Background: an optimization exercise with open tools, aiming at small area. Do not read the settings as production practice.
In this exercise RTL edits were held to simulation tests only and were not proved equivalent to the original.
Power is estimated from default activity; no workload was simulated.

==> design.v <==
module uart_rx(
	input clk,
	input rst,
	input rx,
	output reg [1:0] sel,		 
	output reg [6:0] q2,		 
	output [6:0] q3,			 
	output run,					 
	output go,					 
	output [7:0] s_h,
	output [7:0] s_l,
	output led1,
	output led2,
	output led3
);
localparam [3:0] C_BLANK = 4'd10;
localparam [3:0] C_ERR = 4'd11;
reg [10:0] cnt;
reg idle;
reg [3:0] rx_cnt;		 
reg dc;					 
reg [3:0] ch, cl;		 
reg [2:0] dn;			 
reg [7:0] para;
reg [3:0] seg_h, seg_l;	 
localparam [10:0] S1 = 11'h001;		 
localparam [10:0] S959 = 11'h607;		 
localparam [10:0] S1919 = 11'h37e;		 
wire [10:0] cnt_inc = {cnt[9:0], ~(cnt[10] ^ cnt[8])};
wire bit_end = (cnt == S1919);
wire start = idle && !rx && (cnt == S959);
wire done = !idle && rx_cnt[3] && rx_cnt[0] && bit_end && rx;
wire sample = !idle && !rx_cnt[3] && bit_end;
function [3:0] cls_next;
	input [3:0] c;
	input [2:0] i;
	input b;
	case (i)
		3'd0: cls_next = {3'b000, b};
		3'd1: cls_next = {2'b00, b, c[0]};
		3'd2: cls_next = {1'b0, b, c[1:0]};
		3'd3: cls_next = !b ? c : (c[2:1] == 2'b00) ? {3'b100, c[0]} : C_ERR;
		3'd4: cls_next = (c == C_ERR) ? C_ERR : b ? c : (c == 4'd0) ? C_BLANK : C_ERR;
		3'd5: cls_next = (c == C_ERR) ? C_ERR : (b == (c != C_BLANK)) ? c : C_ERR;
		default: cls_next = b ? C_ERR : c;
	endcase
endfunction
wire [3:0] c_new = cls_next(dc ? cl : ch, rx_cnt[2:0], rx);
wire h_dig = (ch <= 4'd9);
wire l_dig = (cl <= 4'd9);
wire [7:0] para_a = h_dig ? {4'd0, ch} : para;
wire [7:0] para_b = l_dig ? (para_a * 8'd10 + {4'd0, cl}) : para_a;
assign go = done && (dn == 3'd3);
assign run = (dn == 3'd4);
always @(posedge clk) begin
	if (start) begin
		ch <= C_BLANK;
		cl <= C_BLANK;
	end else if (sample) begin
		if (dc)
			cl <= c_new;
		else
			ch <= c_new;
	end
end
always @(posedge clk or posedge rst) begin
	if (rst) begin
		cnt <= 0;
		idle <= 1'b1;
		rx_cnt <= 0;
		dc <= 1'b0;
		dn <= 0;
		para <= 0;
		sel <= 0;
		q2 <= 0;
		seg_h <= C_BLANK;
		seg_l <= C_BLANK;
	end else begin
		if (idle) begin
			if (!rx) begin
				if (start) begin
					cnt <= S1;
					idle <= 1'b0;
				end else
					cnt <= cnt_inc;
			end
		end else begin
			cnt <= bit_end ? 11'd0 : cnt_inc;
			if (bit_end) begin
				if (!rx_cnt[3]) begin
					rx_cnt <= rx_cnt + 4'd1;
				end else if (!rx_cnt[0]) begin
					rx_cnt <= 4'd9;
				end else begin
					rx_cnt <= 0;
					if (!rx)
						dc <= ~dc;
					else begin
						idle <= 1'b1;
						dc <= 1'b0;
					end
				end
			end
		end
		if (done) begin
			seg_h <= ch;
			seg_l <= cl;
			if (!dn[2] && dn != 3'd3)
				para <= para_b;
			case (dn)
				3'd0: sel <= (para_b == 8'd1) ? 2'd1 : (para_b == 8'd2) ? 2'd2 :
				             (para_b == 8'd3) ? 2'd3 : 2'd0;
				3'd1: q2 <= para_b[6:0];
				default: ;
			endcase
			if (dn != 3'd4)
				dn <= dn + 3'd1;
		end
	end
end
function [6:0] pat;
	input [3:0] c;
	case (c)
		4'd0: pat = 7'b0111111;
		4'd1: pat = 7'b0000110;
		4'd2: pat = 7'b1011011;
		4'd3: pat = 7'b1001111;
		4'd4: pat = 7'b1100110;
		4'd5: pat = 7'b1101101;
		4'd6: pat = 7'b1111101;
		4'd7: pat = 7'b0000111;
		4'd8: pat = 7'b1111111;
		4'd9: pat = 7'b1101111;
		4'd10: pat = 7'b0000000;
		default: pat = 7'b1111001;
	endcase
endfunction
assign s_h = {1'b0, pat(seg_h)};
assign s_l = {1'b0, pat(seg_l)};
assign led1 = (sel == 2'd3);
assign led2 = (q2 == 7'd6);
assign led3 = (dn[2] || dn == 3'd3) && (para[6:0] == 7'd10);
assign q3 = para[6:0];
endmodule
module motion(
	input clk,
	input rst,
	input [1:0] sel,
	input [6:0] q2,
	input [6:0] q3,
	input run,
	input go,
	output pul1,
	output pul2,
	output dir1,
	output dir2,
	output stop
);
reg [3:0] t16, t15;
reg px, py, dx, dy, stp;
reg [15:0] A;
reg [14:0] B;
reg [15:0] D;
reg rf;
reg [1:0] rn;
wire s_line = (sel == 2'd1);
wire t5_0 = (t15 == 4'h0) || (t15 == 4'hd) || (t15 == 4'h2);
wire t5_4 = (t15 == 4'he) || (t15 == 4'h9) || (t15 == 4'h8);
wire tick_r = (t16 == 4'd10) && t5_0;
wire tick_c = (t16[1:0] == 2'd3) && (t15 == 4'h6);
wire ev = (t16[2:0] == 3'd7) && t5_4;
wire act_l = run && s_line && !stp && ev;
wire act_r = run && (sel == 2'd2) && !stp && tick_r;
wire act_c = run && (sel == 2'd3) && tick_c;
wire [6:0] kx = B[6:0];
wire [6:0] ky = B[13:7];
wire nz3 = (q3 != 0);
wire nz2 = (q2 != 0);
reg [10:0] astar_m1;		 
always @* begin
	case (q2)
		7'd0: astar_m1 = 11'd0;
		7'd1: astar_m1 = 11'd0;
		7'd2: astar_m1 = 11'd0;
		7'd3: astar_m1 = 11'd1;
		7'd4: astar_m1 = 11'd1;
		7'd5: astar_m1 = 11'd2;
		7'd6: astar_m1 = 11'd4;
		7'd7: astar_m1 = 11'd5;
		7'd8: astar_m1 = 11'd7;
		7'd9: astar_m1 = 11'd9;
		7'd10: astar_m1 = 11'd11;
		7'd11: astar_m1 = 11'd14;
		7'd12: astar_m1 = 11'd16;
		7'd13: astar_m1 = 11'd19;
		7'd14: astar_m1 = 11'd22;
		7'd15: astar_m1 = 11'd26;
		7'd16: astar_m1 = 11'd30;
		7'd17: astar_m1 = 11'd33;
		7'd18: astar_m1 = 11'd38;
		7'd19: astar_m1 = 11'd42;
		7'd20: astar_m1 = 11'd46;
		7'd21: astar_m1 = 11'd51;
		7'd22: astar_m1 = 11'd56;
		7'd23: astar_m1 = 11'd62;
		7'd24: astar_m1 = 11'd67;
		7'd25: astar_m1 = 11'd73;
		7'd26: astar_m1 = 11'd79;
		7'd27: astar_m1 = 11'd85;
		7'd28: astar_m1 = 11'd92;
		7'd29: astar_m1 = 11'd98;
		7'd30: astar_m1 = 11'd105;
		7'd31: astar_m1 = 11'd112;
		7'd32: astar_m1 = 11'd120;
		7'd33: astar_m1 = 11'd127;
		7'd34: astar_m1 = 11'd135;
		7'd35: astar_m1 = 11'd143;
		7'd36: astar_m1 = 11'd152;
		7'd37: astar_m1 = 11'd160;
		7'd38: astar_m1 = 11'd169;
		7'd39: astar_m1 = 11'd178;
		7'd40: astar_m1 = 11'd187;
		7'd41: astar_m1 = 11'd197;
		7'd42: astar_m1 = 11'd207;
		7'd43: astar_m1 = 11'd217;
		7'd44: astar_m1 = 11'd227;
		7'd45: astar_m1 = 11'd237;
		7'd46: astar_m1 = 11'd248;
		7'd47: astar_m1 = 11'd259;
		7'd48: astar_m1 = 11'd270;
		7'd49: astar_m1 = 11'd282;
		7'd50: astar_m1 = 11'd293;
		7'd51: astar_m1 = 11'd305;
		7'd52: astar_m1 = 11'd317;
		7'd53: astar_m1 = 11'd330;
		7'd54: astar_m1 = 11'd342;
		7'd55: astar_m1 = 11'd355;
		7'd56: astar_m1 = 11'd368;
		7'd57: astar_m1 = 11'd382;
		7'd58: astar_m1 = 11'd395;
		7'd59: astar_m1 = 11'd409;
		7'd60: astar_m1 = 11'd423;
		7'd61: astar_m1 = 11'd437;
		7'd62: astar_m1 = 11'd452;
		7'd63: astar_m1 = 11'd467;
		7'd64: astar_m1 = 11'd482;
		7'd65: astar_m1 = 11'd497;
		7'd66: astar_m1 = 11'd513;
		7'd67: astar_m1 = 11'd528;
		7'd68: astar_m1 = 11'd544;
		7'd69: astar_m1 = 11'd560;
		7'd70: astar_m1 = 11'd577;
		7'd71: astar_m1 = 11'd594;
		7'd72: astar_m1 = 11'd610;
		7'd73: astar_m1 = 11'd628;
		7'd74: astar_m1 = 11'd645;
		7'd75: astar_m1 = 11'd663;
		7'd76: astar_m1 = 11'd681;
		7'd77: astar_m1 = 11'd699;
		7'd78: astar_m1 = 11'd717;
		7'd79: astar_m1 = 11'd736;
		7'd80: astar_m1 = 11'd755;
		7'd81: astar_m1 = 11'd774;
		7'd82: astar_m1 = 11'd793;
		7'd83: astar_m1 = 11'd813;
		7'd84: astar_m1 = 11'd833;
		7'd85: astar_m1 = 11'd853;
		7'd86: astar_m1 = 11'd873;
		7'd87: astar_m1 = 11'd894;
		7'd88: astar_m1 = 11'd914;
		7'd89: astar_m1 = 11'd935;
		7'd90: astar_m1 = 11'd957;
		7'd91: astar_m1 = 11'd978;
		7'd92: astar_m1 = 11'd1000;
		7'd93: astar_m1 = 11'd1022;
		7'd94: astar_m1 = 11'd1044;
		7'd95: astar_m1 = 11'd1067;
		7'd96: astar_m1 = 11'd1090;
		7'd97: astar_m1 = 11'd1113;
		7'd98: astar_m1 = 11'd1136;
		7'd99: astar_m1 = 11'd1160;
		default: astar_m1 = 11'd0;	 
	endcase
end
wire x_neg = A[15];
wire y_neg = B[14];
wire c1 = !x_neg && !y_neg && !stp;
wire c2 = x_neg && !y_neg;
wire c3 = x_neg && y_neg;
wire c4 = !x_neg && y_neg;
wire cq = c1 || c2 || c3 || c4;
wire ge = c1 ? !D[15] : c2 ? (~A[10:0] == astar_m1) : 1'b1;
wire c_tx = (c1 && ge) || (c2 && !ge) || c3;	 
wire c_ty = cq && !c_tx;						 
wire tog_x = (act_l && hit_x) || (act_r && !rf) || (act_c && c_tx);
wire tog_y = (act_l && hit_y) || (act_r && rf) || (act_c && c_ty);
wire a_up = c3;
wire [15:0] A_sum = A + (a_up ? 16'd1 : 16'hffff);
wire lp = rf ? py : px;							 
wire cnt_dec = act_l ? px : lp;					 
wire A_hit = (A[15:1] == 15'd0) && (A[0] == cnt_dec);	 
wire load_q3 = act_r && !rf;
wire [6:0] qs = load_q3 ? q3 : q2;
wire [15:0] T = {qs, 7'd0} - {7'd0, qs, 2'd0};
wire [14:0] B_add = act_c ? (c2 ? 15'h7fff : 15'd1) : {7'd0, nz2, 6'd0, nz3};
wire [14:0] B_sum = B + B_add;
wire hit_x = nz3 && (B_sum[6:0] == q3);
wire hit_y = nz2 && (B_sum[13:7] == q2);
wire step_x = act_c && c_tx && px;
wire step_y = act_c && c_ty && py;
wire d_x = step_x && c1;			 
wire d_y = step_y && c1;
wire [15:0] D_sum = D + (d_x ? {~A_sum[14:0], 1'b1} : {B[14:0], 1'b1});
always @(posedge clk) begin
	if (go || (act_r && A_hit))
		A <= T;
	else if ((act_l && hit_x && px) || (act_r && cnt_dec) || step_x)
		A <= A_sum;
end
always @(posedge clk or posedge rst) begin
	if (rst) begin
		t16 <= 0;
		t15 <= 0;
		px <= 1'b1;
		py <= 1'b1;
		dx <= 1'b0;
		dy <= 1'b0;
		stp <= 1'b0;
		B <= 0;
		D <= 0;
		rf <= 1'b0;
		rn <= 0;
	end else begin
		if (go && s_line) begin
			t16 <= 0;
			t15 <= 0;
		end else begin
			t16 <= t16 + 4'd1;
			t15 <= {t15[2:0], ~(t15[3] ^ t15[2])};
		end
		if (tog_x)
			px <= ~px;
		if (tog_y)
			py <= ~py;
		if (act_l) begin
			B[6:0] <= hit_x ? 7'd0 : B_sum[6:0];
			B[13:7] <= hit_y ? 7'd0 : B_sum[13:7];
		end else if (step_y)
			B <= B_sum;
		if (d_x || d_y)
			D <= D_sum;
		if ((act_l && hit_x && A_hit) || (act_r && rf && A_hit && rn == 2'd1) || (step_y && c4))
			stp <= 1'b1;
		if (act_r && A_hit) begin
			rf <= ~rf;
			if (rf)
				rn <= rn + 2'd1;
		end
		if (act_r && A_hit) begin
			if (rf)
				dy <= ~dy;
			else
				dx <= ~dx;
		end
		if (act_c && cq) begin
			dx <= y_neg;
			dy <= !x_neg;
		end
	end
end
assign pul1 = px;
assign pul2 = py;
assign dir1 = dx;
assign dir2 = dy;
assign stop = stp;
endmodule
module top(
	input clk,
	input rst,
	output stop,
	input rx,
	output [7:0]segment_h,
	output [7:0]segment_l,
	output pul1,
	output pul2,
	output dir1,
	output dir2,
	output led1,
	output led2,
	output led3
);
wire [1:0] sel;
wire [6:0] q2, q3;
wire run, go;
uart_rx uart_rx(
	.clk(clk), .rst(rst), .rx(rx),
	.sel(sel), .q2(q2), .q3(q3), .run(run), .go(go),
	.s_h(segment_h), .s_l(segment_l),
	.led1(led1), .led2(led2), .led3(led3)
);
motion motion(
	.clk(clk), .rst(rst),
	.sel(sel), .q2(q2), .q3(q3), .run(run), .go(go),
	.pul1(pul1), .pul2(pul2), .dir1(dir1), .dir2(dir2), .stop(stop)
);
endmodule
==> flow/run.sh <==
#!/bin/bash
# The standard layout (standard.sh) with these changes:
#  - synthesis maps adders and comparators with Yosys's default ripple
#    structures: no Kogge-Stone carry lookahead (SYNTH_OPERATIONS_ARGS set)
#    and no separate half/full adder cells (ADDER_MAP_FILE empty)
#  - then the logic between the registers is mapped again with a stronger
#    ABC area script (flow/reopt.ys); the registers, their names and cell
#    types stay those of the standard synthesis
#  - clock tree: one buffer type and no dummy loads
#  - the smallest buffer on the ports
# Logs: synth.log and own.log (make), reopt.log (yosys), orfs/logs (each step).
set -euo pipefail
export CTS_ARGS="-sink_clustering_enable -repair_clock_nets -buf_list sky130_fd_sc_hd__clkbuf_8 -root_buf sky130_fd_sc_hd__clkbuf_8 -dont_use_dummy_load"
export BUFFER_PORTS_ARGS="-buffer_cell sky130_fd_sc_hd__buf_1"
sed 's|CLKGATE_MAP_FILE= |CLKGATE_MAP_FILE= ADDER_MAP_FILE= SYNTH_OPERATIONS_ARGS=-noshare |' standard.sh > own.sh
grep -q 'ADDER_MAP_FILE= SYNTH_OPERATIONS_ARGS=-noshare' own.sh
bash own.sh synth > synth.log 2>&1
R=orfs/results/sky130hd/top/base
YOSYS=${YOSYS_EXE:-$FLOW_HOME/../tools/install/yosys/bin/yosys}
cp "$FLOW_HOME/platforms/sky130hd/lib/sky130_fd_sc_hd__tt_025C_1v80.lib" lib.lib
python3 flow/genfunc.py lib.lib cells_func.v > genfunc.log 2>&1
cp $R/1_2_yosys.v reopt_in.v
"$YOSYS" -s flow/reopt.ys > reopt.log 2>&1
cp reopt_out.v $R/1_2_yosys.v
rm -f $R/1_synth.odb
bash own.sh > own.log 2>&1
rm -f lib.lib
==> flow/genfunc.py <==
# Writes Verilog modules, with their logic functions, for the combinational
# cells of the sky130hd liberty (used to re-map a mapped netlist's logic).
import re,sys
lib=open(sys.argv[1]).read()
out=[]
cells=[(m.start(), m.group(1)) for m in re.finditer(r'\n\s*cell\s*\(\s*"?(sky130_fd_sc_hd__\w+)"?\s*\)',lib)]
cells.append((len(lib),None))
def conv(f):
    f=f.strip().strip('"')
    f=f.replace('!','~').replace('*','&').replace('+','|')
    # juxtaposition AND: "A B" -> "A & B"
    f=re.sub(r'(\w|\))\s+(?=[\w(~])', r'\1 & ', f)
    return f
for i in range(len(cells)-1):
    s,name=cells[i]; body=lib[s:cells[i+1][0]]
    if re.search(r'\b(ff|latch|statetable)\s*\(',body): continue
    if 'lpflow' in name or 'probe' in name: continue
    pins=re.findall(r'\n\s*pin\s*\(\s*"?(\w+)"?\s*\)\s*\{(.*?)\n\s{8}\}',body,re.S)
    ins=[];outs=[]
    for p,pb in pins:
        d=re.search(r'direction\s*:\s*"?(\w+)',pb)
        if not d: continue
        if d.group(1)=='input': ins.append(p)
        elif d.group(1)=='output':
            fn=re.search(r'function\s*:\s*"([^"]*)"',pb)
            if not fn: break
            outs.append((p,conv(fn.group(1))))
    else:
        if not outs: continue
        ports=ins+[o for o,_ in outs]
        v="module %s(%s);\n"%(name,", ".join(ports))
        for p in ins: v+="  input %s;\n"%p
        for o,f in outs: v+="  output %s;\n  assign %s = %s;\n"%(o,o,f)
        v+="endmodule\n"
        out.append(v)
open(sys.argv[2],'w').write("".join(out))
print(len(out),"cells")
==> flow/reopt.ys <==
# Re-maps the logic between the registers of the standard synthesis's netlist
# (reopt_in.v) with a stronger ABC area script. The register instances keep
# their names and cell types: only the combinational cells, read as their
# logic functions (cells_func.v, made by genfunc.py from the liberty), are
# flattened and mapped again.
read_liberty -lib lib.lib
read_verilog -overwrite cells_func.v
read_verilog reopt_in.v
hierarchy -check -top top
flatten
techmap
opt -purge
abc -liberty lib.lib -dont_use sky130_fd_sc_hd__lpflow* -dont_use sky130_fd_sc_hd__probe* -dont_use *_16 -dont_use *_12 -dont_use *_8 -dont_use *_6 -dont_use *_4 -dont_use *clkbuf* -dont_use *bufinv* -dont_use *buf_2 -dont_use *dly* -script +strash;dc2;dc2;dch,-f;amap;mfs2;strash;dc2;dc2;dch,-f;amap;mfs2;strash;dc2;dch,-f;amap
opt_clean -purge
write_verilog -noattr reopt_tmp.v
design -reset
read_liberty -lib lib.lib
read_verilog reopt_tmp.v
hierarchy -check -top top
hilomap -singleton -hicell sky130_fd_sc_hd__conb_1 HI -locell sky130_fd_sc_hd__conb_1 LO
insbuf -buf sky130_fd_sc_hd__buf_4 A X
splitnets
opt_clean -purge
check -assert -mapped
tee -o reopt_stat.txt stat -liberty lib.lib
write_verilog -noattr -nohex -nodec reopt_out.v
==> standard.sh <==
#!/bin/bash
# synth_recipe.tcl (not shown) runs the flow's synth.tcl, then flattens the netlist and writes it again
# the make line also repeats each setting of config.mk as NAME=value (left out here)
make -C /OpenROAD-flow-scripts/flow DESIGN_CONFIG=/design/flow/config.mk WORK_HOME=/design/flow/orfs CLKGATE_MAP_FILE= SYNTH_SCRIPT=/design/flow/synth_recipe.tcl "${@:-finish}"
==> config.mk <==
export PLATFORM = sky130hd
export DESIGN_NAME = top
export DESIGN_NICKNAME = top
export VERILOG_FILES = /design/flow/design.v
export SDC_FILE = /design/flow/constraint.sdc
export NUM_CORES = 4
export LEC_CHECK = 0
export ABC_AREA = 1
export CAP_MARGIN = 20
export CORE_MARGIN = 2
export CORE_UTILIZATION = 65
export SLEW_MARGIN = 20
==> constraint.sdc <==
create_clock -name core_clock -period 16.0 [get_ports {clk}]
set_input_delay 3.2000 -clock core_clock [delete_from_list [all_inputs] [get_ports {clk}]]
set_output_delay 3.2000 -clock core_clock [all_outputs]
set_load 0.01 [all_outputs]
==> results_dict.tcl, run 1 <==
set metrics [dict create \
    setup_viol_count_final 0 \
    antenna_left 0 \
    final-hold-violation-count 0 \
    worst_path_max_delay_cell "sky130_fd_sc_hd__dfrtp_1" \
    end_kind "flip-flop" \
    clock-skew-final_ns 0.01770 \
    reg2reg_depth 43 \
    coreArea_sq_um 11960 \
    timing.final.max_slew_violations 0 \
    vias_per_cell 6.693 \
    worst-endpoint-required_ns 16.35 \
    fin_nets 1165 \
    hold-path-cell-count 1 \
    grt_first_pass_wirelength_microns 37130 \
    grt_max_degree 49 \
    vias 8748 \
    finish.utilization_pct 71.32 \
    critPathKind "reg2reg" \
    yosysWarningCount 2 \
    synth.cell_area_sq_um 7949 \
    cts.htree.levels 4 \
    die_width_microns 114.6 \
    max_clock_freq_mhz 109.2 \
    grt_setup_unrepaired "false" \
    cts.sinks 116 \
    cp-start-kind "flip-flop" \
    grt-ovfl-total 0 \
    drtPass1Iterations 6 \
    effective_utilization_at_floorplan_pct 66.45 \
    ioPinCount 27 \
    worstPathArrival_ns 9.51 \
    clockBufferDepth 2 \
    die_area_sq_um 13130 \
    result_of_the_run "finished clean" \
    synthToLayoutAreaGrowth_pct 7.319 \
    place.detailed.hpwl_microns 17140 \
    insertedDiodeCount 0 \
    worst-slew-pin-transition_ns 1.119 \
    avgSynthCellArea_sq_um 7.155 \
    dr.first_iter.drc_count 1108 \
    tritoncts.num_buffers 17 \
    slew_headroom_pct 25.40 \
    cts.repair_timing.setup_buffer_count 0 \
    powerDensity_nw_per_um2 68.75 \
    timing.setup.tns_ns 0 \
    final_layout_size_suffix_gt1_share_pct 3.017 \
    die_height_microns 114.6 \
    finalCriticalPeriod_ns 9.156 \
    antenna_violations_before_repair 0 \
    power.static_leakage_nw 2.976 \
    clock_latency_ns 0.43 \
    clock-root-buffer "sky130_fd_sc_hd__clkbuf_8" \
    num_rows 40 \
    ir_worst_vdd_mv 0.1053 \
    netlist_instances 1111 \
    route.detailed.drc 0 \
    grt_usage_pct 35.74 \
    cts_resized 0 \
    clk_pin_slew_worst_paths_ns 0.06 \
    io_buffers 24 \
    timing.critical_path.slowest_cell_delay_ns 0.78 \
    min-delay-path-class "reg2reg" \
    wirelength_microns 22960 \
    vias_in_the_first_global_route 7712 \
    critical_path.max_fanout 21 \
    cts_hold_buffers 0 \
    wl_per_cell_microns 17.57 \
    clock_tree_from_tritoncts "yes" \
    timing.max_cap.violations 0 \
    layout_worst_path_cycle_share_pct 57.22 \
    cpMostUsedCell "sky130_fd_sc_hd__o21ai_0" \
    gp_routability_congestion 1.007 \
]
==> state kept, by name, summed over array words and instances (netlist names), 4 cells and up <==
name,count
uart_rx.cnt,11
motion.t15,4
motion.B,15
uart_rx.para,8
motion.D,16
motion.A,16
uart_rx.cl,4
uart_rx.q2,7
uart_rx.seg_l,4
uart_rx.ch,4
uart_rx.rx_cnt,4
uart_rx.seg_h,4
motion.t16,4
==> worst paths after layout <==
path | slack (ns) | to | from
max | 6.84 | motion.D[15]$_DFFE_PP0P_ | uart_rx.q2[3]$_DFFE_PP0P_
min | 0.47 | motion.t16[3]$_DFF_PP0_ | motion.t16[3]$_DFF_PP0_
max reg2reg | 6.84 | motion.D[15]$_DFFE_PP0P_ | uart_rx.q2[3]$_DFFE_PP0P_
min reg2reg | 0.47 | motion.t16[3]$_DFF_PP0_ | motion.t16[3]$_DFF_PP0_
max in group asynchronous | 12.14 | uart_rx.seg_l[2]$_DFFE_PP0P_ | rst
min in group asynchronous | 2.81 | motion.D[4]$_DFFE_PP0P_ | rst
==> layout make-up <==
type                    count  area, sq um
repair buffers             33        157.7
inverters                 154        580.6
flip-flops and latches    116         2952
fillers                   961         3431
multi-input cells         840         4423
clock buffers              17        234.0
well taps                 147        183.9
==> power breakdown <==
part	switching [W]	internal, W
clock network	0.0000979	0.0000930
logic	0.0000494	0.0000232
registers	0.0000117	0.000311
==> worst max-delay path, delay by kind of cell, from the launching register on <==
| family | cells | cell delay, ns |
|---|---|---|
| compound gates | 20 | 3.65 |
| xor+xnor | 1 | 0.14 |
| buf+inv | 4 | 1.44 |
| flops | 1 | 0.78 |
| simple gates | 18 | 3.08 |
==> placed cells by master (no fill, tap or decap), types with 8 or more instances in the layout <==
cell type                  count
sky130_fd_sc_hd__nor2_1      209
sky130_fd_sc_hd__clkinv_1    153
sky130_fd_sc_hd__o21ai_0     122
sky130_fd_sc_hd__nand2_1      94
sky130_fd_sc_hd__a21oi_1      91
sky130_fd_sc_hd__o22ai_1      86
sky130_fd_sc_hd__dfrtp_1      85
sky130_fd_sc_hd__nor3_1       32
sky130_fd_sc_hd__buf_1        24
sky130_fd_sc_hd__o32ai_1      19
sky130_fd_sc_hd__nand3_1      17
sky130_fd_sc_hd__a22oi_1      17
sky130_fd_sc_hd__clkbuf_8     17
sky130_fd_sc_hd__edfxtp_1     16
sky130_fd_sc_hd__nor4_1       14
sky130_fd_sc_hd__a31oi_1      13
sky130_fd_sc_hd__o21a_1       12
sky130_fd_sc_hd__a211oi_1     11
sky130_fd_sc_hd__and2_0       11
sky130_fd_sc_hd__o22a_1       11
sky130_fd_sc_hd__o221ai_1     10
sky130_fd_sc_hd__buf_4         9
sky130_fd_sc_hd__dfxtp_1       8
==> stage by stage <==
stage / cell area (sq um) / cells / worst slack (ns) / hold slack (ns) / total power [W]
2_1_floorplan: 7953 / 1112 / 7.621 / 0.4382 / 0.0003788
4_1_cts: 8522 / 1307 / 6.663 / 0.4714 / 0.0005858
5_1_grt: 8531 / 1307 / 5.654 / 0.4972 / 0.0006076
3_3_place_gp: 8288 / 1290 / 7.016 / 0.4587 / 0.0003981
3_5_place_dp: 8288 / 1290 / 6.724 / 0.4638 / 0.0003978
6_report: 8531 / 1307 / 6.844 / 0.4651 / 0.0005865
==> layer usage <==
metal | global-route usage (%) | vias to the layer above | wire, microns
li1 | - | 4166 | -
met1 | 47.68 | 3953 | 9217
met2 | 57.51 | 524 | 10460
met3 | 6.935 | 105 | 2380
met4 | 14.47 | 0 | 903
met5 | 0 | - | 0
==> run 2: changes to the inputs <==
--- a/flow/run.sh
+++ b/flow/run.sh
@@ -11,5 +11,5 @@
 # Logs: synth.log and own.log (make), reopt.log (yosys), orfs/logs (each step).
 set -euo pipefail
-export CTS_ARGS="-sink_clustering_enable -repair_clock_nets -buf_list sky130_fd_sc_hd__clkbuf_8 -root_buf sky130_fd_sc_hd__clkbuf_8 -dont_use_dummy_load"
+export CTS_ARGS="-sink_clustering_enable -repair_clock_nets -buf_list sky130_fd_sc_hd__clkbuf_4 -root_buf sky130_fd_sc_hd__clkbuf_8 -dont_use_dummy_load"
 export BUFFER_PORTS_ARGS="-buffer_cell sky130_fd_sc_hd__buf_1"
 sed 's|CLKGATE_MAP_FILE= |CLKGATE_MAP_FILE= ADDER_MAP_FILE= SYNTH_OPERATIONS_ARGS=-noshare |' standard.sh > own.sh
--- a/config.mk
+++ b/config.mk
@@ -9,4 +9,4 @@
 export CAP_MARGIN = 20
 export CORE_MARGIN = 2
-export CORE_UTILIZATION = 65
+export CORE_UTILIZATION = 78
 export SLEW_MARGIN = 20
==> run 2 against run 1 <==
Against the previous run: first-iteration DRC count increased by 35%; combinational power about the same; core utilization increased by 14 points; sequential power about the same; synthesized area unchanged; largest cell class unchanged; highest routed layer unchanged.
==> results_dict.tcl, run 2 <==
set metrics [dict create \
    fillcell_total 655 \
    finish.utilization_pct 85.56 \
    cts_resized 0 \
    grt-ovfl-total 0 \
    place.detailed.hpwl_microns 16680 \
    totalPowerFinal_w 0.0005399 \
    worst-slew-pin-transition_ns 1.200 \
    die_height_microns 105.0 \
    timing.max_cap.violations 0 \
    min-delay-path-class "reg2reg" \
    max_clock_freq_mhz 109.2 \
    clock_latency_ns 0.42 \
    min_from "motion.t16[3]$_DFF_PP0_" \
    final-hold-violation-count 0 \
    cts.sinks 116 \
    clock_tree_from_tritoncts "yes" \
    result_of_the_run "finished clean" \
    clock-root-buffer "sky130_fd_sc_hd__clkbuf_8" \
    tritoncts.num_buffers 17 \
    wirelength_microns 22740 \
    timing.critical_path.slowest_cell_delay_ns 0.79 \
    fin_nets 1163 \
    num_rows 36 \
    vias 8923 \
    effective_utilization_at_floorplan_pct 80.95 \
    grt_max_degree 93 \
    critical_path.reg2reg.startpoint "uart_rx.q2[3]$_DFFE_PP0P_" \
    end_kind "flip-flop" \
    grt_usage_pct 43.04 \
    ioPinCount 27 \
    dr.first_iter.drc_count 1501 \
    post-place-ws_ns 6.864 \
    vias_per_cell 6.912 \
    cts_hold_buffers 0 \
    clock-skew-final_ns 0.03156 \
    timing.rr.end "motion.D[15]$_DFFE_PP0P_" \
    timing.final.max_slew_violations 0 \
    synth.cell_area_sq_um 7949 \
    critical_path.max_fanout 21 \
    reg_top3 "motion.A x16, motion.D x16, motion.B x15" \
    die_area_sq_um 11010 \
    critical_path.endpoint "motion.D[15]$_DFFE_PP0P_" \
    wl_per_cell_microns 17.61 \
    grt_setup_unrepaired "false" \
    route.detailed.drc 0 \
    cp-start-kind "flip-flop" \
    die_width_microns 105.0 \
    worst_path_max_delay_cell "sky130_fd_sc_hd__dfrtp_1" \
    netlist_instances 1111 \
    cts.repair_timing.setup_buffer_count 0 \
    finalCriticalPeriod_ns 9.155 \
    regToRegSetupSlack_ns 6.84 \
    antenna_violations_before_repair 0 \
    vias_in_the_first_global_route 8028 \
    finalNonFillerCells 1291 \
    antenna_left 0 \
    cpMostUsedCell "sky130_fd_sc_hd__o21ai_0" \
    most_frequent_cells_in_the_layout "209 x sky130_fd_sc_hd__nor2_1, 153 x sky130_fd_sc_hd__clkinv_1, 122 x sky130_fd_sc_hd__o21ai_0, 94 x sky130_fd_sc_hd__nand2_1, 91 x sky130_fd_sc_hd__a21oi_1" \
    placed_cells 1274 \
    avgSynthCellArea_sq_um 7.155 \
    worst-endpoint-required_ns 16.32 \
    timing.setup.tns_ns 0 \
    clockBufferDepth 2 \
    critPathKind "reg2reg" \
    mostFrequentLayoutCell "sky130_fd_sc_hd__nor2_1" \
    clk_pin_slew_worst_paths_ns 0.08 \
    power.static_leakage_nw 2.924 \
    powerDensity_nw_per_um2 64.26 \
    grt_first_pass_wirelength_microns 38060 \
    reg2reg_depth 43 \
    gp_routability_congestion 1.258 \
    setup_viol_count_final 0 \
    layout_worst_path_cycle_share_pct 57.22 \
    postLayoutSetupSlackWorst_ns 6.845 \
    io_buffers 24 \
    coreArea_sq_um 9819 \
    ir_worst_vdd_mv 0.07616 \
    yosysWarningCount 2 \
    worstPathArrival_ns 9.48 \
    cts.htree.levels 4 \
    final_layout_size_suffix_gt1_share_pct 2.850 \
    synthToLayoutAreaGrowth_pct 5.698 \
    insertedDiodeCount 0 \
    worst_setup_path_startpoint "uart_rx.q2[3]$_DFFE_PP0P_" \
    slew_headroom_pct 20.00 \
    drtPass1Iterations 14 \
]
run 2: worst max-delay path: cells and delay by family (launching register included):
| family | cells | cell delay (ns) |
|---|---|---|
| buf+inv | 4 | 1.39 |
| flops | 1 | 0.79 |
| simple gates | 18 | 3.09 |
| xor+xnor | 1 | 0.14 |
| compound gates | 20 | 3.66 |
run 2: power by group:
group	internal [W]	total [W]	switching (W)	leakage [nW]
clock	0.0000519	0.000145	0.0000935	0.0808
sequential	0.000311	0.000322	0.0000112	1.28
combinational	0.0000232	0.0000725	0.0000493	1.57
run 2: worst min-delay path by stage:
stage,to,slack (ns),depth (start not counted)
2_1_floorplan,uart_rx.seg_h[1]$_DFFE_PP1P_,0.44,2
3_3_place_gp,motion.t16[0]$_DFF_PP0_,0.46,1
3_5_place_dp,motion.t16[3]$_DFF_PP0_,0.46,1
4_1_cts,uart_rx.seg_h[1]$_DFFE_PP1P_,0.47,2
5_1_grt,motion.rn[1]$_DFFE_PP0P_,0.50,1
6_report,motion.t16[3]$_DFF_PP0_,0.47,1
run 2: cell type report:
type                       instances  area [sq um]  share of cell area [%]
multi-input combinational        840          4424                   52.66
sequential                       116          2952                   35.13
inverter                         154         579.3                   6.895
tap                              133         166.4                   1.981
timing repair buffer              31         146.4                   1.742
clock buffer                      17         133.9                   1.593
run 2: through the flow:
step	hold slack (ns)	instance area [sq um]
after detailed placement	0.4632	8254
after floorplan	0.4382	7953
final	0.4747	8402
after global placement	0.4585	8254
after CTS	0.4706	8388
after global routing	0.4977	8402
run 2: per-layer routing:
metal	up-vias	part of all wire [%]	GRT usage (%)
li1	4160	-	-
met1	3927	39	59.14
met2	673	42	62.99
met3	163	14	11.67
met4	0	5.3	21.71
met5	-	0	0
==> run 3: changes to the inputs <==
--- a/config.mk
+++ b/config.mk
@@ -9,4 +9,4 @@
 export CAP_MARGIN = 20
 export CORE_MARGIN = 2
-export CORE_UTILIZATION = 78
+export CORE_UTILIZATION = 75
 export SLEW_MARGIN = 20
==> run 3 against run 2 <==
Against the previous run: synthesized cell count unchanged; non-clock buffer count increased by 1; clock-buffer cell count is the same; combinational power decreased by 0.8%; first-iteration DRC count up 12%; power shrank 0.47%; final cell count up 0.31%; final area grew 0.13%; setup slack worse by 0.084 ns; sequential share of layout area is essentially flat; clock skew grew 0.0051 ns; die area rose by 3.8%; largest cell class unchanged.
==> results_dict.tcl, run 3 <==
set metrics [dict create \
    result_of_the_run "finished clean" \
    vias 8858 \
    setup_viol_count_final 0 \
    final-hold-violation-count 0 \
    cpMostUsedCell "sky130_fd_sc_hd__o21ai_0" \
    gp_routability_congestion 1.280 \
    yosysWarningCount 2 \
    effective_utilization_at_floorplan_pct 77.00 \
    critPathKind "reg2reg" \
    ioPinCount 27 \
    critical_path_cell_count 43 \
    reg_top3 "motion.A x16, motion.D x16, motion.B x15" \
    grt-ovfl-total 0 \
    critical_path.reg2reg.startpoint "uart_rx.q2[3]$_DFFE_PP0P_" \
    clock_latency_ns 0.41 \
    design_area_sq_um 8413 \
    clock-root-buffer "sky130_fd_sc_hd__clkbuf_8" \
    gr-usage-met1_pct 60.42 \
    max_clock_freq_mhz 108.2 \
    clock-skew-final_ns 0.03668 \
    wirelength_microns 22500 \
    worst_path_max_delay_cell "sky130_fd_sc_hd__dfrtp_1" \
    num_rows 37 \
    layout_worst_path_cycle_share_pct 57.75 \
    critical_path.top_delay_family "compound AO/OA/AOI/OAI gates" \
    cts.repair_timing.setup_buffer_count 0 \
    synthToLayoutAreaGrowth_pct 5.840 \
    antenna_violations_before_repair 0 \
    critical_path.max_fanout 21 \
    worstPathArrival_ns 9.55 \
    power.static_leakage_nw 2.928 \
    wl_per_cell_microns 17.38 \
    worst-endpoint-required_ns 16.31 \
    final_layout_size_suffix_gt1_share_pct 2.934 \
    slew_headroom_pct 34.35 \
    end_kind "flip-flop" \
    vias_per_cell 6.840 \
    insertedDiodeCount 0 \
    min-delay-path-class "reg2reg" \
    coreArea_sq_um 10320 \
    antenna_left 0 \
    timing.setup.tns_ns 0 \
    grt_max_degree 82 \
    vias_in_the_first_global_route 7774 \
    cts_resized 0 \
    finalCriticalPeriod_ns 9.239 \
    cts.htree.levels 4 \
    grt_usage_pct 41.80 \
    avgSynthCellArea_sq_um 7.155 \
    powerDensity_nw_per_um2 63.87 \
    timing.max_cap.violations 0 \
    most_frequent_cells_in_the_layout "209 x sky130_fd_sc_hd__nor2_1, 153 x sky130_fd_sc_hd__clkinv_1, 122 x sky130_fd_sc_hd__o21ai_0, 94 x sky130_fd_sc_hd__nand2_1, 91 x sky130_fd_sc_hd__a21oi_1" \
    synth.cell_area_sq_um 7949 \
    path_buf_inv 4 \
    place.detailed.hpwl_microns 16640 \
    netlist_instances 1111 \
    ir_worst_vdd_mv 0.08287 \
    tritoncts.num_buffers 17 \
    die_width_microns 107.0 \
    cts.sinks 116 \
    dr.first_iter.drc_count 1687 \
    timing.rr.end "motion.D[15]$_DFFE_PP0P_" \
    use_met2_pct 61.83 \
    worst_setup_path_startpoint "uart_rx.q2[3]$_DFFE_PP0P_" \
    cts_hold_buffers 0 \
    timing.final.max_slew_violations 0 \
    drtPass1Iterations 10 \
    die_height_microns 107.0 \
    grt_most_used_layer "met2" \
    grt_first_pass_wirelength_microns 37780 \
    cp-start-kind "flip-flop" \
    route.detailed.drc 0 \
    fin_nets 1164 \
    regToRegSetupSlack_ns 6.76 \
    mostFrequentLayoutCell "sky130_fd_sc_hd__nor2_1" \
    clock_tree_from_tritoncts "yes" \
    clk_pin_slew_worst_paths_ns 0.09 \
    worst-slew-pin-transition_ns 0.9773 \
    timing.critical_path.slowest_cell_delay_ns 0.79 \
    grt.met3_usage_pct 10.82 \
    die_area_sq_um 11440 \
    reg2reg_depth 43 \
    critical_path.endpoint "motion.D[15]$_DFFE_PP0P_" \
    placed_area_sq_um 8265 \
    grt_setup_unrepaired "false" \
    clockBufferDepth 2 \
    io_buffers 24 \
]
==> run 3: worst min-delay path by stage <==
stage / slack, ns / to / start / cells past startpoint
finish: 0.48 / motion.t16[0]$_DFF_PP0_ / motion.t16[0]$_DFF_PP0_ / 1
global route: 0.49 / motion.rn[1]$_DFFE_PP0P_ / motion.rn[1]$_DFFE_PP0P_ / 1
CTS: 0.48 / motion.rn[1]$_DFFE_PP0P_ / motion.rn[1]$_DFFE_PP0P_ / 1
detailed placement: 0.47 / motion.t16[0]$_DFF_PP0_ / motion.t16[0]$_DFF_PP0_ / 1
global placement: 0.46 / motion.t16[3]$_DFF_PP0_ / motion.t16[3]$_DFF_PP0_ / 1
floorplan: 0.44 / uart_rx.seg_h[1]$_DFFE_PP1P_ / uart_rx.ch[1]$_SDFFE_PP1P_ / 2
==> run 3: final cells by class <==
| cell class | instances | area (sq um) |
|---|---|---|
| Clock buffer | 17 | 133.9 |
| Fill cell | 743 | 1911 |
| Inverter | 154 | 579.3 |
| Multi-Input combinational cell | 840 | 4424 |
| Sequential cell | 116 | 2952 |
| Tap cell | 136 | 170.2 |
| Timing Repair Buffer | 32 | 153.9 |
==> run 3: through the flow <==
stage	std cells	setup slack [ns]	power (W)	hold slack, ns	util (%)
floorplan	1112	7.621	0.0003788	0.4382	-
global placement	1278	7.392	0.0003940	0.4600	80.06
detailed placement	1278	6.726	0.0003957	0.4663	80.06
CTS	1295	6.703	0.0005334	0.4777	81.36
global route	1295	5.419	0.0005602	0.4895	81.49
finish	1295	6.761	0.0005373	0.4798	81.49
==> run 3: routing by layer <==
layer  share of wire [%]  vias to the layer above
met1                  41                     3955
met3                  12                      129
met2                  42                      620
met5                   0                        -
li1                    -                     4154
met4                 4.0                        0
==> run 3: worst reg2reg max path, delay by kind of cell, from the launching register on <==
kind	cells	cell delay (ns)
buf+inv	4	1.40
xor+xnor	1	0.16
compound gates	20	3.72
flops	1	0.79
simple gates	18	3.11
==> run 3: power breakdown <==
group,internal [W],switching (W)
logic,0.0000232,0.0000487
clock network,0.0000520,0.0000913
registers,0.000311,0.0000114
==> run 4: changes to the inputs <==
--- a/config.mk
+++ b/config.mk
@@ -9,4 +9,4 @@
 export CAP_MARGIN = 20
 export CORE_MARGIN = 2
-export CORE_UTILIZATION = 75
+export CORE_UTILIZATION = 72
 export SLEW_MARGIN = 20
==> run 4 against run 3 <==
Against the previous run: final cell count up 0.39%; clock skew down 0.0078 ns; synthesized cell count stayed put; still clean; power grew 1.3%; first-iteration DRC count is 13% lower; via count grew 1.5%; sequential share of layout area barely moved; clock power is essentially flat.
==> results_dict.tcl, run 4 <==
set metrics [dict create \
    ioPinCount 27 \
    coreArea_sq_um 10790 \
    multi_input_comb_area_sq_um 4423 \
    min_to "motion.t16[0]$_DFF_PP0_" \
    cpMostUsedCell "sky130_fd_sc_hd__o21ai_0" \
    clk_pin_slew_worst_paths_ns 0.11 \
    result_of_the_run "finished clean" \
    synthToLayoutAreaGrowth_pct 5.934 \
    clock-root-buffer "sky130_fd_sc_hd__clkbuf_8" \
    route.detailed.drc 0 \
    grt_usage_pct 41.21 \
    cts_resized 0 \
    die_height_microns 109.1 \
    die_area_sq_um 11900 \
    final-hold-violation-count 0 \
    cts.repair_timing.setup_buffer_count 0 \
    antenna_left 0 \
    vias_per_cell 6.913 \
    die_width_microns 109.1 \
    gp_routability_congestion 1.103 \
    min-delay-path-class "reg2reg" \
    cts_hold_buffers 0 \
    num_rows 38 \
    yosysWarningCount 2 \
    regToRegSetupSlack_ns 6.51 \
    place.detailed.hpwl_microns 17750 \
    worst-endpoint-required_ns 16.36 \
    wirelength_microns 23960 \
    slew_headroom_pct 32.25 \
    effective_utilization_at_floorplan_pct 73.65 \
    vias_in_the_first_global_route 7825 \
    io_buffers 24 \
    hold-path-cell-count 1 \
    worst-slew-pin-transition_ns 0.9906 \
    finalCriticalPeriod_ns 9.490 \
    worst_hold_slack_across_all_endpoints_ns 0.4953 \
    worst_path_max_delay_cell "sky130_fd_sc_hd__nor4_4" \
    max_clock_freq_mhz 105.4 \
    layout_worst_path_cycle_share_pct 59.31 \
    timing.critical_path.slowest_cell_delay_ns 0.66 \
    clock-skew-final_ns 0.02886 \
    worstPathArrival_ns 9.85 \
    grt-ovfl-total 0 \
    vias 8987 \
    cts.htree.levels 4 \
    clock_latency_ns 0.42 \
    cp-start-kind "flip-flop" \
    powerDensity_nw_per_um2 64.64 \
    synth.cell_area_sq_um 7949 \
    final_layout_size_suffix_gt1_share_pct 3.017 \
    antenna_violations_before_repair 0 \
    grt_max_degree 66 \
    timing.setup.tns_ns 0 \
    dr.first_iter.drc_count 1463 \
    critical_path.reg2reg.startpoint "uart_rx.q2[1]$_DFFE_PP0P_" \
    netlist_instances 1111 \
    end_kind "flip-flop" \
    fin_nets 1165 \
    most_frequent_cells_in_the_layout "209 x sky130_fd_sc_hd__nor2_1, 153 x sky130_fd_sc_hd__clkinv_1, 122 x sky130_fd_sc_hd__o21ai_0, 94 x sky130_fd_sc_hd__nand2_1, 91 x sky130_fd_sc_hd__a21oi_1" \
    ir_worst_vdd_mv 0.09140 \
    reg2reg_depth 41 \
    tritoncts.num_buffers 17 \
    avgSynthCellArea_sq_um 7.155 \
    clock_tree_from_tritoncts "yes" \
    wl_per_cell_microns 18.43 \
    layout.area.seq_sq_um 2952 \
    critical_path.max_fanout 17 \
    critPathKind "reg2reg" \
    timing.final.max_slew_violations 0 \
    cts.sinks 116 \
    timing.max_cap.violations 0 \
    power.static_leakage_nw 2.933 \
    reg_top3 "motion.A x16, motion.D x16, motion.B x15" \
    setup_viol_count_final 0 \
    mostFrequentLayoutCell "sky130_fd_sc_hd__nor2_1" \
    clockBufferDepth 2 \
    drtPass1Iterations 8 \
    insertedDiodeCount 0 \
    grt_first_pass_wirelength_microns 37690 \
    min_from "motion.t16[0]$_DFF_PP0_" \
    grt_setup_unrepaired "false" \
    fillcell_total 773 \
    timing.rr.end "motion.D[15]$_DFFE_PP0P_" \
]
==> run 4: metrics by stage <==
stage / utilization [%] / setup WS [ns] / area (sq um) / instances / power, W
6_report: 78.02 / 6.510 / 8421 / 1300 / 0.0005443
5_1_grt: 78.02 / 5.530 / 8421 / 1300 / 0.0005613
4_1_cts: 77.87 / 6.472 / 8404 / 1299 / 0.0005375
3_5_place_dp: 76.63 / 6.458 / 8270 / 1282 / 0.0003989
3_3_place_gp: 76.63 / 6.927 / 8270 / 1282 / 0.0003968
2_1_floorplan: - / 7.621 / 7953 / 1112 / 0.0003788
==> run 4: per-layer routing <==
layer | vias up | GRT usage [%] | routed length, microns
li1 | 4156 | - | -
met3 | 144 | 10.16 | 2669
met1 | 4018 | 52.37 | 9087
met5 | - | 0 | 0
met4 | 0 | 18.50 | 1106
met2 | 669 | 66.73 | 11100
==> run 4: worst max path at each step <==
stage	depth (start not counted)	from	slack, ns	to
floorplan	44	uart_rx.q2[3]$_DFFE_PP0P_	7.62	motion.D[15]$_DFFE_PP0P_
global placement	42	uart_rx.q2[1]$_DFFE_PP0P_	6.93	motion.D[15]$_DFFE_PP0P_
detailed placement	43	uart_rx.q2[1]$_DFFE_PP0P_	6.46	motion.D[15]$_DFFE_PP0P_
CTS	43	uart_rx.q2[1]$_DFFE_PP0P_	6.47	motion.D[15]$_DFFE_PP0P_
global route	43	uart_rx.q2[1]$_DFFE_PP0P_	5.53	motion.D[15]$_DFFE_PP0P_
finish	41	uart_rx.q2[1]$_DFFE_PP0P_	6.51	motion.D[15]$_DFFE_PP0P_
==> run 4: final cells by class <==
type	instances	area share (%)
tap	140	2.080
multi-input combinational	840	52.53
clock buffer	17	1.590
inverter	154	6.880
timing repair buffer	33	1.872
sequential	116	35.05
==> run 4: power by group <==
| part | switching (W) | leakage [nW] | total [W] | internal [W] |
|---|---|---|---|---|
| Clock | 0.0000937 | 0.0808 | 0.000146 | 0.0000520 |
| Combinational | 0.0000528 | 1.58 | 0.0000759 | 0.0000231 |
| Sequential | 0.0000120 | 1.28 | 0.000323 | 0.000311 |
==> run 4: worst max-delay path: cells and delay by family, from the launching register on <==
kind	cells	cell delay (ns)
XOR/XNOR	1	0.13
AO/OA/AOI/OAI	15	3.75
buffers and inverters	4	1.28
AND/OR/NAND/NOR	21	3.69
flip-flops	1	0.58
==> run 5: changes to the inputs <==
--- a/config.mk
+++ b/config.mk
@@ -7,6 +7,6 @@
 export LEC_CHECK = 0
 export ABC_AREA = 1
-export CAP_MARGIN = 20
+export CAP_MARGIN = 0
 export CORE_MARGIN = 2
 export CORE_UTILIZATION = 72
-export SLEW_MARGIN = 20
+export SLEW_MARGIN = 0
==> run 5 against run 4 <==
Against the previous run: still clean on timing, DRC and antenna; first-iteration DRC count decreased by 14%; hold slack got worse by 0.0019 ns; register-to-register slack got worse by 0.49 ns.
==> results_dict.tcl, run 5 <==
set metrics [dict create \
    placed_area_sq_um 8270 \
    cts.sinks 116 \
    effective_utilization_at_floorplan_pct 73.65 \
    path_buf_inv 4 \
    most_frequent_cells_in_the_layout "209 x sky130_fd_sc_hd__nor2_1, 153 x sky130_fd_sc_hd__clkinv_1, 122 x sky130_fd_sc_hd__o21ai_0, 94 x sky130_fd_sc_hd__nand2_1, 91 x sky130_fd_sc_hd__a21oi_1" \
    critical_path.reg2reg.startpoint "uart_rx.q2[1]$_DFFE_PP0P_" \
    worst-slew-pin-transition_ns 1.156 \
    worstPathArrival_ns 10.34 \
    timing.final.max_slew_violations 0 \
    io_buffers 24 \
    gp_routability_congestion 1.103 \
    powerDensity_nw_per_um2 64.84 \
    cts_hold_buffers 0 \
    fin_nets 1164 \
    tritoncts.num_buffers 17 \
    timing.setup.tns_ns 0 \
    cts.htree.levels 4 \
    clock-skew-final_ns 0.03048 \
    cp-start-kind "flip-flop" \
    clock_latency_ns 0.42 \
    cpMostUsedCell "sky130_fd_sc_hd__o21ai_0" \
    antenna_violations_before_repair 0 \
    worst-endpoint-required_ns 16.35 \
    timing.rr.end "motion.D[15]$_DFFE_PP0P_" \
    ir_worst_vdd_mv 0.09125 \
    insertedDiodeCount 0 \
    hold-path-cell-count 1 \
    min_from "motion.t16[0]$_DFF_PP0_" \
    worst_hold_slack_across_all_endpoints_ns 0.4934 \
    antenna_left 0 \
    vias_in_the_first_global_route 7825 \
    critPathKind "reg2reg" \
    cts_resized 0 \
    grt-ovfl-total 0 \
    critical_path.max_fanout 17 \
    timing.max_cap.violations 0 \
    min-delay-path-class "reg2reg" \
    grt_most_used_layer "met2" \
    avgSynthCellArea_sq_um 7.155 \
    finalCriticalPeriod_ns 9.983 \
    totalPowerFinal_w 0.0005449 \
    gr-usage-met1_pct 52.37 \
    clock_tree_from_tritoncts "yes" \
    min_to "motion.t16[0]$_DFF_PP0_" \
    coreArea_sq_um 10790 \
    setup_viol_count_final 0 \
    layout_worst_path_cycle_share_pct 62.40 \
    worst_path_max_delay_cell "sky130_fd_sc_hd__nor4_2" \
    drtPass1Iterations 6 \
    clockBufferDepth 2 \
    final_layout_size_suffix_gt1_share_pct 2.934 \
    clock-root-buffer "sky130_fd_sc_hd__clkbuf_8" \
    yosysWarningCount 2 \
    grt_first_pass_wirelength_microns 37690 \
    power.static_leakage_nw 2.928 \
    die_height_microns 109.1 \
    grt.met3_usage_pct 10.16 \
    dr.first_iter.drc_count 1255 \
    vias 8985 \
    cts.repair_timing.setup_buffer_count 0 \
    wl_per_cell_microns 18.44 \
    place.detailed.hpwl_microns 17750 \
    mostFrequentLayoutCell "sky130_fd_sc_hd__nor2_1" \
    wirelength_microns 23960 \
    critical_path.top_delay_family "simple AND/OR/NAND/NOR gates" \
    design_area_sq_um 8404 \
    num_rows 38 \
    die_width_microns 109.1 \
    slew_headroom_pct 22.94 \
    reg2reg_depth 41 \
    end_kind "flip-flop" \
    final-hold-violation-count 0 \
    grt_max_degree 66 \
    ioPinCount 27 \
    use_met2_pct 66.73 \
    grt_setup_unrepaired "false" \
    synth.cell_area_sq_um 7949 \
    regToRegSetupSlack_ns 6.02 \
    clk_pin_slew_worst_paths_ns 0.10 \
    die_area_sq_um 11900 \
    worst_setup_path_startpoint "uart_rx.q2[1]$_DFFE_PP0P_" \
    result_of_the_run "finished clean" \
    vias_per_cell 6.917 \
    max_clock_freq_mhz 100.2 \
    route.detailed.drc 0 \
    netlist_instances 1111 \
    timing.critical_path.slowest_cell_delay_ns 0.96 \
    synthToLayoutAreaGrowth_pct 5.730 \
    reg_top3 "motion.A x16, motion.D x16, motion.B x15" \
    grt_usage_pct 41.21 \
]
==> run 5: worst reg2reg max path: cells and delay by family (launching register included) <==
family	cells	cell delay, ns
AOI/OAI and AO/OA	15	3.81
DFF	1	0.56
and+or+nand+nor	21	3.98
buffers and inverters	4	1.42
xor gates and xnor gates	1	0.14
==> run 5: area by class of cell <==
class,instances,area (sq um)
sequential,116,2952
inverter,154,579.3
timing repair buffer,32,150.1
clock buffer,17,133.9
fill,777,2389
tap,140,175.2
multi-input combinational,840,4414
==> run 5: layer usage <==
| layer | part of all wire, % | up-vias |
|---|---|---|
| li1 | - | 4160 |
| met1 | 38 | 4024 |
| met2 | 46 | 652 |
| met3 | 11 | 149 |
| met4 | 4.7 | 0 |
| met5 | 0 | - |
==> run 5: power breakdown <==
part | internal, W | total (W) | switching [W]
clock | 0.0000520 | 0.000146 | 0.0000943
combinational | 0.0000231 | 0.0000760 | 0.0000528
sequential | 0.000311 | 0.000323 | 0.0000120
==> run 5: worst max-delay path by stage <==
stage,depth (start not counted),slack [ns],endpoint
3_5_place_dp,43,6.46,motion.D[15]$_DFFE_PP0P_
4_1_cts,43,6.47,motion.D[15]$_DFFE_PP0P_
2_1_floorplan,44,7.62,motion.D[15]$_DFFE_PP0P_
3_3_place_gp,42,6.93,motion.D[15]$_DFFE_PP0P_
6_report,41,6.02,motion.D[15]$_DFFE_PP0P_
5_1_grt,43,5.02,motion.D[15]$_DFFE_PP0P_
==> run 5: stage by stage <==
step	util (%)	instances	worst slack, ns
3_5_place_dp	76.63	1282	6.458
3_3_place_gp	76.63	1282	6.927
6_report	77.87	1299	6.017
4_1_cts	77.87	1299	6.472
2_1_floorplan	-	1112	7.621
5_1_grt	77.87	1299	5.020

## static timing again, ports no longer ideal
The results above use ideal ports. As a check the final layouts listed here were re-extracted and re-timed, cells and wires unchanged.
Step 1 sets driving cells, clkbuf_16 on the clock port and buf_2 on the other inputs (assumed; they add their load-dependent delay and slew).
Step 2 moves the port delays by t, midway between the first and last clock arrival at a register: inputs arrive t later, outputs are due t later. That takes back most of the time a late clock gives input paths.
a / b / c = no drivers / after step 1 / after step 2; a / b = the first two.
| run | t (ns) | slack for setup (ns) | slew at the worst register clock pin (ns) |
|---|---|---|---|
| run 1 | 0.457 | 6.844 / 6.844 / 6.844 | 0.07 / 0.07 |
| run 2 | 0.446 | 6.845 / 6.845 / 6.845 | 0.11 / 0.11 |
| run 3 | 0.431 | 6.761 / 6.761 / 6.761 | 0.10 / 0.10 |
| run 4 | 0.448 | 6.510 / 6.510 / 6.510 | 0.11 / 0.11 |
| run 5 | 0.448 | 6.017 / 6.017 / 6.017 | 0.11 / 0.11 |
After both steps setup and hold are still met in every run listed.
